This design comes from an exercise in tuning for a short achievable clock period and few clock cycles on the open sky130 flow, not from production work. In this exercise RTL edits were held to simulation tests only and were not proved equivalent to the original. No activity file was given, so power comes from the tool's default toggle rates.

==> flow/design.v <==
module decoder(
    input  [31:0] ir,
    output isR, isI, isLW, isSW, isBEQ, isJAL, isLUI,
    output useRs1, useRs2, wr,
    output [2:0] aluop,
    output [31:0] imm
);
    wire [6:0] op = ir[6:0];
    assign isR   = (op == 7'b0110011);
    assign isI   = (op == 7'b0010011);
    assign isLW  = (op == 7'b0000011);
    assign isSW  = (op == 7'b0100011);
    assign isBEQ = (op == 7'b1100011);
    assign isJAL = (op == 7'b1101111);
    assign isLUI = (op == 7'b0110111);
    assign useRs1 = isR | isI | isLW | isSW | isBEQ;
    assign useRs2 = isR | isSW | isBEQ;
    assign wr = (isR | isI | isLW | isJAL | isLUI) & (ir[11:7] != 5'd0);
    reg [2:0] aop;
    always @(*) begin
        aop = 3'b000;
        if (isR | isI) begin
            case (ir[14:12])
                3'b000: aop = (isR & ir[30]) ? 3'b001 : 3'b000;
                3'b001: aop = 3'b110;
                3'b010: aop = 3'b101;
                3'b110: aop = 3'b011;
                3'b111: aop = 3'b010;
                default: aop = 3'b000;
            endcase
        end
    end
    assign aluop = aop;
    assign imm = isSW  ? {{20{ir[31]}}, ir[31:25], ir[11:7]} :
                 isLUI ? {ir[31:12], 12'b0} :
                         {{20{ir[31]}}, ir[31:20]};
endmodule
module datapath(
    input clk, reset,
    output [31:0] PC,
    input [31:0] Instr,
    output MemWrite,
    output [31:0] ALUResult, WriteData,
    input [31:0] ReadData
);
    reg [31:0] pcF;
    reg        vD;
    reg [31:0] irD, pcD, pc4D;
    reg        vE, wrE, ldE, swE;
    reg [4:0]  rdE;
    reg [2:0]  opE;
    reg [31:0] aE, bE, sE;
    reg        laE, lbE, lsE;
    reg        wrM, ldM, swM;
    reg [4:0]  rdM;
    reg [31:0] rM, wdM;
    reg        vW;
    reg [4:0]  rdW;
    reg [31:0] ldW;
    assign PC = pcF;
    assign ALUResult = rM;
    assign WriteData = wdM;
    assign MemWrite = swM;
    wire [31:0] pcF4 = pcF + 32'd4;
    wire        btb_v   [0:15];
    wire [5:0]  btb_tag [0:15];
    wire [31:0] btb_tgt [0:15];
    wire [1:0]  btb_ctr [0:15];
    wire [3:0] fidx = pcF[5:2];
    wire fhit = btb_v[fidx] & (btb_tag[fidx] == pcF[11:6]) & btb_ctr[fidx][1];
    wire [31:0] predF = fhit ? btb_tgt[fidx] : pcF4;
    wire isR, isI, isLW, isSW, isBEQ, isJAL, isLUI, useRs1, useRs2, wrD;
    wire [2:0] aluopD;
    wire [31:0] immD;
    decoder dec(
        .ir(irD), .isR(isR), .isI(isI), .isLW(isLW), .isSW(isSW), .isBEQ(isBEQ),
        .isJAL(isJAL), .isLUI(isLUI), .useRs1(useRs1), .useRs2(useRs2), .wr(wrD),
        .aluop(aluopD), .imm(immD)
    );
    wire [4:0] rs1 = irD[19:15];
    wire [4:0] rs2 = irD[24:20];
    wire [4:0] rdD = irD[11:7];
    wire [31:0] rfv [0:31];
    assign rfv[0] = 32'd0;
    wire weM = wrM & ~ldM;
    genvar gi;
    generate
        for (gi = 1; gi < 32; gi = gi + 1) begin : rf
            reg [31:0] r;
            always @(posedge clk) begin
                if (weM && rdM == gi)
                    r <= rM;
                else if (vW && rdW == gi)
                    r <= ldW;
            end
            assign rfv[gi] = r;
        end
    endgenerate
    wire [31:0] resE;
    wire e1 = wrE & (rdE == rs1);
    wire e2 = wrE & (rdE == rs2);
    wire m1 = wrM & (rdM == rs1);
    wire m2 = wrM & (rdM == rs2);
    wire w1 = vW & (rdW == rs1);
    wire w2 = vW & (rdW == rs2);
    wire [31:0] fwd1 = e1 ? resE : (m1 & ~ldM) ? rM : w1 ? ldW : rfv[rs1];
    wire [31:0] fwd2 = e2 ? resE : (m2 & ~ldM) ? rM : w2 ? ldW : rfv[rs2];
    wire l1 = ~e1 & m1 & ldM;
    wire l2 = ~e2 & m2 & ldM;
    wire stall = vD & ( (ldE & ((useRs1 & e1) | (useRs2 & e2)))
                      | (isBEQ & (l1 | l2)) );
    wire [31:0] offD = isJAL ? {{12{irD[31]}}, irD[19:12], irD[20], irD[30:21], 1'b0}
                             : {{20{irD[31]}}, irD[7], irD[30:25], irD[11:8], 1'b0};
    wire [31:0] tgtD = pcD + offD;
    wire mt = (tgtD != pcF);
    wire mn = (pc4D != pcF);
    wire eq = (fwd1 == fwd2);
    wire takenD = isJAL | (isBEQ & eq);
    wire go = vD & ~stall;
    wire mispred = go & (takenD ? mt : mn);
    wire [31:0] nextD = takenD ? tgtD : pc4D;
    always @(posedge clk or posedge reset) begin
        if (reset) begin
            pcF <= 32'd0;
            vD <= 1'b0;
        end else if (mispred) begin
            pcF <= nextD;
            vD <= 1'b0;
        end else if (!stall) begin
            pcF <= predF;
            vD <= 1'b1;
        end
    end
    always @(posedge clk) begin
        if (!stall) begin
            irD <= Instr;
            pcD <= pcF;
            pc4D <= pcF4;
        end
    end
    wire [3:0] didx = pcD[5:2];
    wire dhit = btb_v[didx] & (btb_tag[didx] == pcD[11:6]);
    wire [1:0] dctr = btb_ctr[didx];
    wire btb_we = go & (isBEQ | isJAL);
    wire [1:0] nctr = takenD ? (isJAL ? 2'b11 : !dhit ? 2'b10 : (dctr == 2'b11) ? 2'b11 : dctr + 2'b01)
                             : (!dhit ? 2'b00 : (dctr == 2'b00) ? 2'b00 : dctr - 2'b01);
    generate
        for (gi = 0; gi < 16; gi = gi + 1) begin : btb
            reg        v;
            reg [5:0]  tag;
            reg [31:0] tgt;
            reg [1:0]  ctr;
            always @(posedge clk or posedge reset) begin
                if (reset)
                    v <= 1'b0;
                else if (btb_we && takenD && didx == gi)
                    v <= 1'b1;
            end
            always @(posedge clk) begin
                if (btb_we && didx == gi) begin
                    if (takenD) begin
                        tag <= pcD[11:6];
                        tgt <= tgtD;
                    end
                    ctr <= nctr;
                end
            end
            assign btb_v[gi] = v;
            assign btb_tag[gi] = tag;
            assign btb_tgt[gi] = tgt;
            assign btb_ctr[gi] = ctr;
        end
    endgenerate
    always @(posedge clk or posedge reset) begin
        if (reset) begin
            vE <= 1'b0;
            wrE <= 1'b0;
            ldE <= 1'b0;
            swE <= 1'b0;
        end else begin
            vE <= go;
            wrE <= go & wrD;
            ldE <= go & isLW;
            swE <= go & isSW;
        end
    end
    always @(posedge clk) begin
        if (go) begin
            rdE <= rdD;
            opE <= aluopD;
            aE <= isJAL ? pcD : isLUI ? 32'd0 : fwd1;
            bE <= isR ? fwd2 : isJAL ? 32'd4 : immD;
            sE <= fwd2;
            laE <= l1 & ~isJAL & ~isLUI;
            lbE <= l2 & isR;
            lsE <= l2;
        end
    end
    wire [31:0] opA = laE ? ldW : aE;
    wire [31:0] opB = lbE ? ldW : bE;
    wire [31:0] opS = lsE ? ldW : sE;
    wire sub = opE[0];
    wire [31:0] bx = sub ? ~opB : opB;
    wire [31:0] sum = opA + bx + {31'd0, sub};
    wire lt = (opA[31] ^ opB[31]) ? opA[31] : sum[31];
    reg [31:0] res;
    always @(*) begin
        case (opE)
            3'b010: res = opA & opB;
            3'b011: res = opA | opB;
            3'b101: res = {31'd0, lt};
            3'b110: res = opA << opB[4:0];
            default: res = sum;
        endcase
    end
    assign resE = res;
    always @(posedge clk or posedge reset) begin
        if (reset) begin
            wrM <= 1'b0;
            ldM <= 1'b0;
            swM <= 1'b0;
        end else begin
            wrM <= wrE;
            ldM <= ldE;
            swM <= swE;
        end
    end
    always @(posedge clk) begin
        rdM <= rdE;
        rM <= resE;
        wdM <= opS;
    end
    always @(posedge clk or posedge reset) begin
        if (reset)
            vW <= 1'b0;
        else
            vW <= wrM & ldM;
    end
    always @(posedge clk) begin
        rdW <= rdM;
        ldW <= ReadData;
    end
endmodule
module riscvsingle(
    input clk, reset,
    output [31:0] PC,
    input [31:0] Instr,
    output MemWrite,
    output [31:0] ALUResult, WriteData,
    input [31:0] ReadData
);
    datapath dp(
        .clk(clk),
        .reset(reset),
        .PC(PC),
        .Instr(Instr),
        .MemWrite(MemWrite),
        .ALUResult(ALUResult),
        .WriteData(WriteData),
        .ReadData(ReadData)
    );
endmodule
==> flow/run.sh <==
#!/bin/bash
# synth_recipe.tcl (not shown) runs the flow's synth.tcl, then flattens the netlist and writes it again
# the make line also repeats each setting of config.mk as NAME=value (left out here)
make -C /OpenROAD-flow-scripts/flow DESIGN_CONFIG=/design/flow/config.mk WORK_HOME=/design/flow/orfs CLKGATE_MAP_FILE= SYNTH_SCRIPT=/design/flow/synth_recipe.tcl finish
==> flow/config.mk <==
export PLATFORM = sky130hd
export DESIGN_NAME = riscvsingle
export DESIGN_NICKNAME = riscvsingle
export VERILOG_FILES = /design/flow/design.v
export SDC_FILE = /design/flow/constraint.sdc
export NUM_CORES = 4
export LEC_CHECK = 0
export CAP_MARGIN = 20
export CORE_MARGIN = 2
export CORE_UTILIZATION = 40
export SLEW_MARGIN = 20
==> flow/constraint.sdc <==
create_clock -name core_clock -period 26.0 [get_ports {clk}]
set_input_delay 5.2000 -clock core_clock [delete_from_list [all_inputs] [get_ports {clk}]]
set_output_delay 5.2000 -clock core_clock [all_outputs]
set_load 0.01 [all_outputs]
==> impl_metrics.csv, run 1 <==
group,metric,value,unit
die,dieArea,0.265,sq mm
logic_synthesis,async_flop_share,2.81,%
setup_path,start_kind,"flip-flop",
logic_synthesis,synthXorXnorAreaFrac,1.68,%
routing,ant_nets,0,
setup_path,worstPathMaxFanout,49,
die,die_y,515,um
setup_path,path_class,"flip-flop to flip-flop",
cts,cts_hold_buf,0,
timing,setup_violations,0,
logic_synthesis,synth_edf_count,1833,
setup_path,crit_required,26.51,ns
setup_path,critical_path_arrival,10.69,ns
logic_synthesis,synth_mux_area_share,12.3,%
min_path,min_path_cells,0,
cts,cts_setup_buffers,0,
logic_synthesis,netlist_top_cells_area,"edfxtp_1 (53%), mux2_2 (11%), a22oi_1 (6.0%), clkbuf_1 (2.4%), dfxtp_1 (2.0%)",
logic_synthesis,synth_top_area_share,52.8,%
layout,fillCellCount,23424,
timing,finalCritPeriodShare,39.2,%
logic_synthesis,synth_ff_type,"edfxtp_1",
timing,clock_skew,0.110,ns
grt,track_usage,44.6,%
cts,clock_latency,0.97,ns
cts,cts_buffer_depth,4,
die,coreArea,0.259,sq mm
layout,fin_nets,8679,
timing,tightest_slew,1.37,ns
logic_synthesis,ys_types,106,
routing,avgRoutedWirePerCell,49.9,um
routing,drc,0,
die,num_rows,187,
grt,grt_pass1_wl,797000,um
timing,hold_violations,0,
routing,finalWirelength,608000,um
routing,vias,91755,
run,max_cap_viol_count,0,
timing,layout_min_cycle_time,10.18,ns
die,pin_count,163,
cts,ctsResizeCount,0,
logic_synthesis,ys_ff_latch,1995,
power,peakVddDrop,0.0951,mV
setup_path,path_cells,"buf_4 -> mux2_2 -> mux2i_1 -> fa_1 -> nand2b_1 -> a21oi_1 -> o311ai_0 -> nand2_1 -> a31oi_1 -> xnor2_1 -> o21ai_0 -> buf_4 -> inv_1 -> o22ai_1 -> o2111ai_1 -> nor4_1 -> nand4_4 -> o21ai_4 -> buf_4 -> nand3_2 -> nor2_4 -> buf_4",
logic_synthesis,synth_adder_area_share,0.907,%
cts,root_buffer,"clkbuf_16",
timing,rsz0062_at_grt,"no",
placed_design,dp.cells,11714,
layout,fin_cells,12182,
power,p_leak,40.3,nW
min_path,min_path_type,"flip-flop to flip-flop",
grt,antenna_found_initial,75,
power,powerDensity,94.1,mW/mm^2
logic_synthesis,synth_compound_area_share,15.7,%
timing,fin_tns_setup,0,ns
cts,numCtsBuffers,226,
logic_synthesis,synthTopCellsByCount,"edfxtp_1 (1833), mux2_2 (1029), a22oi_1 (828), clkbuf_1 (680), nand2_1 (424)",
layout,layout-drive-gt1-share,23.5,%
setup_path,max_stage_delay,0.92,ns
routing,drtIter0Drc,18256,
logic_synthesis,synth_top_cell_by_area,"edfxtp_1",
die,die_x,515,um
grt,grt_pass1_vias,84560,
placed_design,portBuffers,162,
setup_path,r2r_cells,22,
grt,grt_max_degree,71,
logic_synthesis,synth_simple_gate_area_share,9.72,%
cts,cts_max_level,4,
placed_design,gp_congestion,1.04,
logic_synthesis,yosysSeqAreaShare,56.2,%
cts,clkSlewWorstSetupHoldPaths,0.06,ns
cts,clock_sinks,1995,
routing,dr.pass1.iters,11,
setup_path,cp_slowest_cell,"nor2_4",
logic_synthesis,synth_nets,8691,
setup_path,cp-end-kind,"flip-flop",
timing,slew_headroom,8.70,%
logic_synthesis,synthCells,8557,
layout,synthToLayoutAreaGrowth,14.4,%
grt,overflow,0,
logic_synthesis,ys_warn_count,2,
logic_synthesis,synth_area,0.104,sq mm
timing,maxSlewViolCount,0,
run_status,status,"finished clean",
timing,fmax,98.2,MHz
logic_synthesis,synth.most_common_cell,"edfxtp_1",
placed_design,dp_hpwl,385000,um
cts,cts_tree,"yes",
logic_synthesis,synth_top_family_by_area,"compound AO/OA/AOI/OAI gates",
routing,routed_via_density,7.53,
setup_path,crit_top_cell,"buf_4",
die,initial_core_util,40.2,%
logic_synthesis,avgSynthCellArea,12.2,sq um
-- worst paths after layout --
path	from	endpoint	slack (ns)
min in group asynchronous	reset	dp.swM$_DFF_PP0_	4.60
max in group asynchronous	reset	dp.pcF[23]$_DFFE_PP0P_	20.24
setup reg to reg	dp.lbE$_DFFE_PP_	dp.btb[1].tgt[16]$_DFFE_PP_	15.82
hold reg to reg	dp.rdE[1]$_DFFE_PP_	dp.rdM[1]$_DFF_P_	0.45
hold / removal	dp.rdE[1]$_DFFE_PP_	dp.rdM[1]$_DFF_P_	0.45
setup / recovery	dp.lbE$_DFFE_PP_	dp.btb[1].tgt[16]$_DFFE_PP_	15.82
-- cell type report --
class	count	area, sq um	share of cell area (%)
Tap cell	3402	4260	3.57
Timing Repair Buffer	582	5030	4.22
Antenna cell	58	145	0.122
Clock buffer	290	6080	5.10
Clock inverter	115	1250	1.05
Multi-Input combinational cell	5638	43600	36.5
Sequential cell	1995	58600	49.1
Inverter	102	388	0.325
-- report_power, final --
group | switching [mW] | leakage [nW] | internal [mW]
Sequential | 0.224 | 18.3 | 3.94
Clock | 1.40 | 3.58 | 1.88
Combinational | 2.69 | 18.5 | 1.09
Total | 4.32 | 40.3 | 6.91
-- cell families (layout without fill, tap and decap cells) --
| family | after synthesis | in the layout |
|---|---|---|
| buffers and inverters | 924 | 1089 |
| adders and majority gates | 76 | 76 |
| AOI/OAI and AO/OA | 2258 | 2258 |
| other | 0 | 58 |
| DFF | 1995 | 1995 |
| xor gates and xnor gates | 200 | 200 |
| muxes | 1155 | 1155 |
| and+or+nand+nor | 1949 | 1949 |
-- stage by stage --
| step | cell area (sq um) | hold WS (ns) | total power, mW | utilization [%] | setup slack, ns |
|---|---|---|---|---|---|
| 6_report | 119000 | 0.446 | 11.2 | 46.0 | 15.82 |
| 5_1_grt | 119000 | 0.466 | 11.4 | 45.9 | 15.61 |
| 4_1_cts | 119000 | 0.441 | 11.1 | 45.9 | 16.03 |
| 3_5_place_dp | 112000 | 0.427 | 7.85 | 43.0 | 16.05 |
| 3_3_place_gp | 111000 | 0.429 | 7.83 | 42.9 | 15.89 |
| 2_1_floorplan | 104000 | 0.329 | 6.02 | - | 17.77 |
-- placed cells by master, fill, tap and decap left out, types with 27 or more instances in the layout --
master           count
edfxtp_1          1833
mux2_2            1029
a22oi_1            828
nand2_1            413
buf_4              403
and3_1             312
a21oi_1            274
nand3_1            267
o21ai_0            257
clkbuf_16          230
nor2_1             223
nand4_1            189
clkdlybuf4s50_1    162
a22o_1             142
a221oi_1           141
xnor2_1            136
mux2i_1            122
dfxtp_1            102
inv_1               98
nor3_1              98
nor2_4              84
a2111oi_0           78
o22ai_1             76
ha_1                66
xor2_1              61
diode_2             58
dfrtp_1             56
nand2b_1            49
clkbuf_1            47
clkinv_1            36
nor4_1              33
clkinv_2            32
o22a_1              31
a21o_1              28
nor2b_1             27
o211a_1             27
a222oi_1            27
-- sequential cells by signal, summed over array words and instances (netlist names), 3 cells and up --
signal / cells
dp.rdE: 5
dp.bE: 32
dp.rf.r: 992
dp.rdM: 5
dp.sE: 32
dp.wdM: 32
dp.btb.tgt: 512
dp.aE: 32
dp.btb.ctr: 32
dp.pcD: 30
dp.opE: 3
dp.pc4D: 32
dp.pcF: 32
dp.btb.tag: 96
dp.ldW: 32
dp.btb.v: 16
dp.rdW: 5
dp.rM: 32
dp.irD: 32
-- routing by layer --
layer	global-route usage, %	share of wire [%]
met3	14.6	13
met2	65.2	42
met5	0	0.024
met1	53.9	35
met4	35.1	10
-- critical path: cells and delay by family, from the launching register on --
| family | cells | cell delay [ns] |
|---|---|---|
| and+or+nand+nor | 6 | 2.94 |
| AOI/OAI and AO/OA | 7 | 2.64 |
| buffers and inverters | 5 | 2.01 |
| muxes | 2 | 1.22 |
| DFF | 1 | 0.33 |
| adders and majority gates | 1 | 0.33 |
| xor gates and xnor gates | 1 | 0.17 |
Testbench counts, summed over its fixed seeds: cycles 63,804.
==> inputs of run 2 (changes only) <==
--- a/flow/config.mk
+++ b/flow/config.mk
@@ -6,4 +6,5 @@
 export NUM_CORES = 4
 export LEC_CHECK = 0
+export ABC_CLOCK_PERIOD_IN_PS = 5000
 export CAP_MARGIN = 20
 export CORE_MARGIN = 2
==> impl_metrics.csv, run 2 <==
group,metric,value,unit
layout,post-route-util,46.0,%
layout,fin_nets,8679,
layout,synthToLayoutAreaGrowth,14.4,%
power,switching_share,38.5,%
power,powerDensity,94.1,mW/mm^2
logic_synthesis,yosysSeqAreaShare,56.2,%
die,dieArea,0.265,sq mm
timing,rsz0062_at_grt,"no",
power,seqPwrFrac,37.1,%
setup_path,cp_slowest_cell,"nor2_4",
logic_synthesis,ys_types,106,
setup_path,crit_top_cell,"buf_4",
placed_design,dp_hpwl,385000,um
logic_synthesis,synth_nets,8691,
power,p_leak,40.3,nW
placed_design,portBuffers,162,
logic_synthesis,synth_area,0.104,sq mm
timing,setup_violations,0,
setup_path,critical_path_arrival,10.69,ns
logic_synthesis,ys_ff_latch,1995,
die,die_x,515,um
layout,fillCellCount,23424,
timing,hold_violations,0,
logic_synthesis,synth_ff_type,"edfxtp_1",
layout,top_regs,"dp.rf.r: 992 flops, dp.btb.tgt: 512 flops, dp.btb.tag: 96 flops",
layout,largest_reg_flops,992,
timing,fmax,98.2,MHz
die,die_y,515,um
routing,route.met3.wl,79500,um
placed_design,place_area,0.112,sq mm
die,coreArea,0.259,sq mm
routing,drtIter0Drc,18256,
layout,most-common-layout-cells,"edfxtp_1 (1833), mux2_2 (1029), a22oi_1 (828)",
power,p_sw,4.32,mW
cts,clkSlewWorstSetupHoldPaths,0.06,ns
logic_synthesis,ys_warn_count,2,
logic_synthesis,synth.most_common_cell,"edfxtp_1",
timing,finalCritPeriodShare,39.2,%
cts,ctsResizeCount,0,
setup_path,cp-end-kind,"flip-flop",
power,power,11.2,mW
routing,routed_via_density,7.53,
timing,tightest_slew,1.37,ns
setup_path,r2r_setup_slack,15.82,ns
grt,track_usage,44.6,%
min_path,min_path_type,"flip-flop to flip-flop",
run_status,status,"finished clean",
logic_synthesis,avgSynthCellArea,12.2,sq um
cts,cts_setup_buffers,0,
cts,root_buffer,"clkbuf_16",
logic_synthesis,synth_top_area_share,52.8,%
run,max_cap_viol_count,0,
routing,vias,91755,
logic_synthesis,synth_edf_count,1833,
grt,grt_pass1_vias,84560,
routing,dr.pass1.iters,11,
die,initial_core_util,40.2,%
grt,grt_max_degree,71,
setup_path,worstPathMaxFanout,49,
routing,top_layer,"met5",
routing,avgRoutedWirePerCell,49.9,um
power,p_int,6.91,mW
layout,layout-drive-gt1-share,23.5,%
setup_path,critPathTopFamily,"simple AND/OR/NAND/NOR gates",
timing,clock_skew,0.110,ns
timing,slew_headroom,8.70,%
logic_synthesis,synthTopCellsByCount,"edfxtp_1 (1833), mux2_2 (1029), a22oi_1 (828), clkbuf_1 (680), nand2_1 (424)",
placed_design,gp_congestion,1.04,
cts,clock_sinks,1995,
logic_synthesis,synthCells,8557,
cts,clock_latency,0.97,ns
die,num_rows,187,
logic_synthesis,synth_top_cell_by_area,"edfxtp_1",
cts,cts_tree,"yes",
cts,cts_buffer_depth,4,
power,peakVddDrop,0.0951,mV
routing,m1WireLength,212000,um
layout,multi_input_area,0.0436,sq mm
power,power_frac_comb,33.6,%
setup_path,cp.buffers_inverters,5,
grt,overflow,0,
routing,met2WireLength,255000,um
timing,fin_tns_setup,0,ns
layout,regArea,0.0586,sq mm
layout,design_area,0.119,sq mm
routing,drc,0,
setup_path,path_cells,"buf_4 -> mux2_2 -> mux2i_1 -> fa_1 -> nand2b_1 -> a21oi_1 -> o311ai_0 -> nand2_1 -> a31oi_1 -> xnor2_1 -> o21ai_0 -> buf_4 -> inv_1 -> o22ai_1 -> o2111ai_1 -> nor4_1 -> nand4_4 -> o21ai_4 -> buf_4 -> nand3_2 -> nor2_4 -> buf_4",
power,power_frac_clock,29.3,%
timing,maxSlewViolCount,0,
cts,numCtsBuffers,226,
setup_path,start_kind,"flip-flop",
routing,finalWirelength,608000,um
setup_path,crit_required,26.51,ns
grt,grt_pass1_wl,797000,um
cts,cts_max_level,4,
cts,cts_hold_buf,0,
grt,antenna_found_initial,75,
layout,top_register,"dp.rf.r",
die,pin_count,163,
timing,layout_min_cycle_time,10.18,ns
routing,ant_nets,0,
logic_synthesis,async_flop_share,2.81,%
setup_path,max_stage_delay,0.92,ns
logic_synthesis,netlist_top_cells_area,"edfxtp_1 (53%), mux2_2 (11%), a22oi_1 (6.0%), clkbuf_1 (2.4%), dfxtp_1 (2.0%)",
setup_path,path_class,"flip-flop to flip-flop",
layout,final_common_cell,"edfxtp_1",
[run 2: cell counts after synthesis]
No cell type changed its count.
[run 2: final timing paths]
path                                                to                 from  cells past startpoint
max                        dp.btb[1].tgt[16]$_DFFE_PP_     dp.lbE$_DFFE_PP_                     22
min                                  dp.rdM[1]$_DFF_P_  dp.rdE[1]$_DFFE_PP_                      0
max reg2reg                dp.btb[1].tgt[16]$_DFFE_PP_     dp.lbE$_DFFE_PP_                     22
min reg2reg                          dp.rdM[1]$_DFF_P_  dp.rdE[1]$_DFFE_PP_                      0
max in group asynchronous       dp.pcF[23]$_DFFE_PP0P_                reset                      3
min in group asynchronous             dp.swM$_DFF_PP0_                reset                      2
[run 2: logic make-up (layout without fill, tap and decap cells)]
kind of cell / Yosys count / after routing / share of synthesized area (%)
AO/OA/AOI/OAI: 2258 / 2258 / 15.7
XOR/XNOR: 200 / 200 / 1.68
adder cells (fa/ha/maj): 76 / 76 / 0.907
buffers and inverters: 924 / 1089 / 3.43
flip-flops: 1995 / 1995 / 56.2
multiplexers: 1155 / 1155 / 12.3
other: 0 / 58 / 0
AND/OR/NAND/NOR: 1949 / 1949 / 9.72
[run 2: power groups by stage]
| stage | sequential (mW) | combinational (mW) | clock (mW) |
|---|---|---|---|
| floorplan | 4.14 | 1.87 | 0 |
| global placement | 4.22 | 3.62 | 0 |
| detailed placement | 4.22 | 3.64 | 0 |
| CTS | 4.15 | 3.65 | 3.28 |
| global route | 4.17 | 3.86 | 3.39 |
| finish | 4.16 | 3.78 | 3.29 |
[run 2: area by class of cell]
type	count	area share (%)
Clock inverter	115	1.05
Sequential cell	1995	49.1
Antenna cell	58	0.122
Inverter	102	0.325
Multi-Input combinational cell	5638	36.5
Tap cell	3402	3.57
Timing Repair Buffer	582	4.22
Clock buffer	290	5.10
[run 2: per-layer routing]
layer  global-route usage (%)  vias to the layer above
li1                         -                    34040
met2                     65.2                     8897
met3                     14.6                     2747
met1                     53.9                    46047
met4                     35.1                       24
met5                        0                        -
[run 2: metrics by stage]
step	hold slack [ns]	instances	worst slack [ns]
after floorplan	0.329	8557	17.77
after global placement	0.429	11702	15.89
after detailed placement	0.427	11714	16.05
after CTS	0.441	12119	16.03
after global routing	0.466	12136	15.61
final	0.446	12182	15.82

separate check: timing with driven ports:
The results above use ideal ports. As a check the final layouts listed here were re-extracted and re-timed, cells and wires unchanged. Step 1 sets driving cells, clkbuf_16 on the clock port and buf_2 on the other inputs (assumed; they add their load-dependent delay and slew). Step 2 also shifts input and output timing later by t, the mid clock arrival at the registers, as if the neighbouring blocks saw the same clock. Three values: ideal ports, drivers, drivers and shift; two values: the first two.
| run | t, ns | setup slack, ns | hold WS [ns] | latest minus earliest clock arrival (ns) | worst slew at a driven data input, ns |
|---|---|---|---|---|---|
| run 1 | 1.021 | 15.821 / 15.821 / 15.821 | 0.446 / 0.446 / 0.446 | 0.113 / 0.112 | 0.09 |
| run 2 | 1.021 | 15.821 / 15.821 / 15.821 | 0.446 / 0.446 / 0.446 | 0.113 / 0.112 | 0.09 |
After both steps every run listed still meets setup and hold.
